Background: an optimization exercise with open tools, aiming at small area, a short achievable clock period and few clock cycles per item. Do not read the settings as production practice.
RTL that was checked went through simulation tests only; none was proved equivalent to the original.
Power and IR drop assume default switching activity.

==> flow/design.v <==
module suma_fp(input clk, input rst, input start, input [31:0] A, B, output [31:0] Y, output done);
wire        sA = A[31], sB = B[31];
wire [7:0]  eA = A[30:23], eB = B[30:23];
wire [23:0] mA = {1'b1, A[22:0]}, mB = {1'b1, B[22:0]};
wire [8:0]  de    = {1'b0, eA} - {1'b0, eB};
wire        e_lt  = de[8];                    
wire [7:0]  d     = de[7:0] ^ {8{e_lt}};
wire [23:0] Xm    = e_lt ? mB : mA;           
wire [23:0] Zm    = e_lt ? {1'b0, mA[23:1]} : mB;    
wire [7:0]  ex    = e_lt ? eB : eA;
wire        xs    = e_lt ? sB : sA;
wire        zs    = e_lt ? sA : sB;
wire        big   = |d[7:5];
wire        far   = big | (d[4] & d[3]) | (e_lt & d[4] & d[2] & d[1] & d[0]);
wire [23:0] Zs    = big ? 24'd0 : (Zm >> d[4:0]);
wire        sub   = sA ^ sB;
wire        q     = sub & zs & far;
wire [23:0] opa = Xm;
wire [23:0] opb = Zs ^ {24{sub}};
wire [23:0] g0  = opa & opb;
wire [23:0] p0  = opa ^ opb;
wire [23:0] G [0:5];
wire [23:0] P [0:5];
assign G[0] = g0;
assign P[0] = p0;
genvar l, k;
generate
  for (l = 0; l < 5; l = l + 1) begin : lv
    for (k = 0; k < 24; k = k + 1) begin : bt
      if ((k >> l) & 1) begin : cmb
        localparam integer J = ((k >> l) << l) - 1;
        assign G[l+1][k] = G[l][k] | (P[l][k] & G[l][J]);
        assign P[l+1][k] = P[l][k] & P[l][J];
      end else begin : pas
        assign G[l+1][k] = G[l][k];
        assign P[l+1][k] = P[l][k];
      end
    end
  end
endgenerate
wire        cout = G[5][23];
wire        eac  = sub & ~q & cout;
wire [23:0] cy   = {G[5][22:0] | (P[5][22:0] & {23{eac}}), eac};
wire [23:0] S    = p0 ^ cy;
wire        inv  = sub & (q | ~cout);
wire        neg  = sub ? (q | (cout ? xs : zs)) : sA;
reg [24:0] r_q;       
reg        inv_q;     
reg [7:0]  e1_q;      
reg        neg_q;
reg        done_q;
always @(posedge clk) begin
  r_q    <= {~sub & cout, S};
  inv_q  <= inv;
  e1_q   <= ex + 8'd1;
  neg_q  <= neg;
  done_q <= start & ~rst;
end
wire [24:0] rm = {r_q[24], r_q[23:0] ^ {24{inv_q}}};
reg [4:0] lz;
integer i;
always @* begin
  lz = 5'd25;
  for (i = 0; i < 25; i = i + 1)
    if (rm[i]) lz = 5'd24 - i[4:0];
end
wire [24:0] nrm  = rm << lz;
wire        zero = ~|rm;
wire [7:0]  eo   = e1_q - {3'd0, lz};
assign Y    = {neg_q & ~zero, eo & {8{~zero}}, nrm[23:1]};
assign done = done_q;
endmodule
Settings: LEC_CHECK=0, ABC_AREA=1, CAP_MARGIN=20, CORE_MARGIN=2, CORE_UTILIZATION=65, CTS_BUF_LIST=sky130_fd_sc_hd__clkbuf_4, PLACE_DENSITY=0.8, SLEW_MARGIN=20; clock period 20.0 ns.
standard.sh (not shown) runs the stock make flow with config.mk's settings and CLKGATE_MAP_FILE= SYNTH_SCRIPT=/design/flow/synth_recipe.tcl, a recipe that flattens the netlist after the stock synthesis.
==> flow/flow/run.sh <==
#!/bin/bash
set -e
export BUFFER_PORTS_ARGS="-buffer_cell sky130_fd_sc_hd__buf_1"
export SETUP_SLACK_MARGIN=10
bash standard.sh > standard.log 2>&1
The starting point ran to the end with no violations.
Testbench counts at the start, summed over its fixed seeds: cycles 3,200, items 3,200.
Rerun with:
--- a/flow/design.v
+++ b/flow/design.v
@@ -1,9 +1,10 @@
 module suma_fp(input clk, input rst, input start, input [31:0] A, B, output [31:0] Y, output done);
 wire        sA = A[31], sB = B[31];
 wire [7:0]  eA = A[30:23], eB = B[30:23];
 wire [23:0] mA = {1'b1, A[22:0]}, mB = {1'b1, B[22:0]};
+wire        sub = sA ^ sB;
 wire [8:0]  de    = {1'b0, eA} - {1'b0, eB};
 wire        e_lt  = de[8];                    
 wire [7:0]  d     = de[7:0] ^ {8{e_lt}};
 wire [23:0] Xm    = e_lt ? mB : mA;           
 wire [23:0] Zm    = e_lt ? {1'b0, mA[23:1]} : mB;    
@@ -11,19 +12,16 @@
 wire        xs    = e_lt ? sB : sA;
 wire        zs    = e_lt ? sA : sB;
 wire        big   = |d[7:5];
 wire        far   = big | (d[4] & d[3]) | (e_lt & d[4] & d[2] & d[1] & d[0]);
 wire [23:0] Zs    = big ? 24'd0 : (Zm >> d[4:0]);
-wire        sub   = sA ^ sB;
 wire        q     = sub & zs & far;
-wire [23:0] opa = Xm;
-wire [23:0] opb = Zs ^ {24{sub}};
-wire [23:0] g0  = opa & opb;
-wire [23:0] p0  = opa ^ opb;
+wire [23:0] opa = Xm ^ {24{sub}};
+wire [23:0] p0  = opa ^ Zs;
 wire [23:0] G [0:5];
 wire [23:0] P [0:5];
-assign G[0] = g0;
+assign G[0] = opa & Zs;
 assign P[0] = p0;
 genvar l, k;
 generate
   for (l = 0; l < 5; l = l + 1) begin : lv
     for (k = 0; k < 24; k = k + 1) begin : bt
@@ -37,15 +35,15 @@
       end
     end
   end
 endgenerate
 wire        cout = G[5][23];
-wire        eac  = sub & ~q & cout;
+wire        eac  = sub & (q | cout);
 wire [23:0] cy   = {G[5][22:0] | (P[5][22:0] & {23{eac}}), eac};
 wire [23:0] S    = p0 ^ cy;
-wire        inv  = sub & (q | ~cout);
-wire        neg  = sub ? (q | (cout ? xs : zs)) : sA;
+wire        inv  = sub & ~q & ~cout;
+wire        neg  = sub ? (q | (cout ? zs : xs)) : sA;
 reg [24:0] r_q;       
 reg        inv_q;     
 reg [7:0]  e1_q;      
 reg        neg_q;
 reg        done_q;
=> Cell area is higher by 2.1%. Global-route usage decreases by 0.45 points. Sequential cell count does not change. Combinational power goes down by 18%. Hold slack is worse by 7.6 ps. Synthesized area went up by 0.88%.
For the second run of this note, only the layout was checked, not whether the RTL still works.


// suma_fp: RTL as listed in full above, without the edits since
clock: 20.0 ns
lec_check: 0
abc_area: 1
cap_margin: 0
core_margin: 2
core_utilization: 75
cts_buf_list: sky130_fd_sc_hd__clkbuf_4
place_density: 0.9
slew_margin: 0
==> flow/flow/run.sh <==
#!/bin/bash
set -e
export BUFFER_PORTS_ARGS="-buffer_cell sky130_fd_sc_hd__buf_1"
export SETUP_SLACK_MARGIN=10.5
bash standard.sh > standard.log 2>&1
Testbench counts at the start, summed over its fixed seeds: cycles 3,200, items 3,200.
Edit:
--- a/flow/design.v
+++ b/flow/design.v
@@ -66,7 +66,7 @@
 end
 wire [24:0] nrm  = rm << lz;
 wire        zero = ~|rm;
 wire [7:0]  eo   = e1_q - {3'd0, lz};
-assign Y    = {neg_q & ~zero, eo & {8{~zero}}, nrm[23:1]};
+assign Y    = zero ? 32'd0 : {neg_q, eo, nrm[23:1]};
 assign done = done_q;
 endmodule
Result: Setup slack got worse by 0.11 ns; die area climbs by about 0.6%; final cell count climbs by 2.1%; design area climbs by 1.6%; area after synthesis climbs by 0.64%; maximum frequency drops by 1.2%; via count climbs by 3.4%.
Testbench counts after the change, summed over its fixed seeds: cycles 3,200, items 3,200.

afterwards: timing with drivers on the ports:
Ports are ideal in the flow. The routed layouts listed here were re-timed in OpenROAD. Step 1 (the two cells are an assumption about what drives the block):
set clk [get_ports {clk}]
set_driving_cell -lib_cell sky130_fd_sc_hd__clkbuf_16 $clk
set_driving_cell -lib_cell sky130_fd_sc_hd__buf_2 [delete_from_list [all_inputs] $clk]
Step 2 times the ports against the registers' clock, not the clock port: input delays grow and output delays shrink by t, the midpoint of the rising clock arrivals with the driver on. Slacks: no drivers / after step 1 / after step 2; pairs: no drivers / after step 1.
run	t (ns)	slack for setup (ns)	worst register clock-pin slew, ns	cell pins on the clock port's net
the first run of note 1	0.349	10.551 / 10.557 / 10.208	0.10 / 0.10	1
the second run of note 1	0.349	10.475 / 10.480 / 10.132	0.10 / 0.10	1
the first run of note 2	0.360	10.745 / 10.748 / 10.388	0.10 / 0.10	1
the second run of note 2	0.354	10.635 / 10.642 / 10.287	0.11 / 0.11	1
After both steps every run listed still meets setup and hold. For the first run of note 2, which loses most, drivers alone change the setup slack by +0.003 ns; drivers and shift together by -0.357 ns.
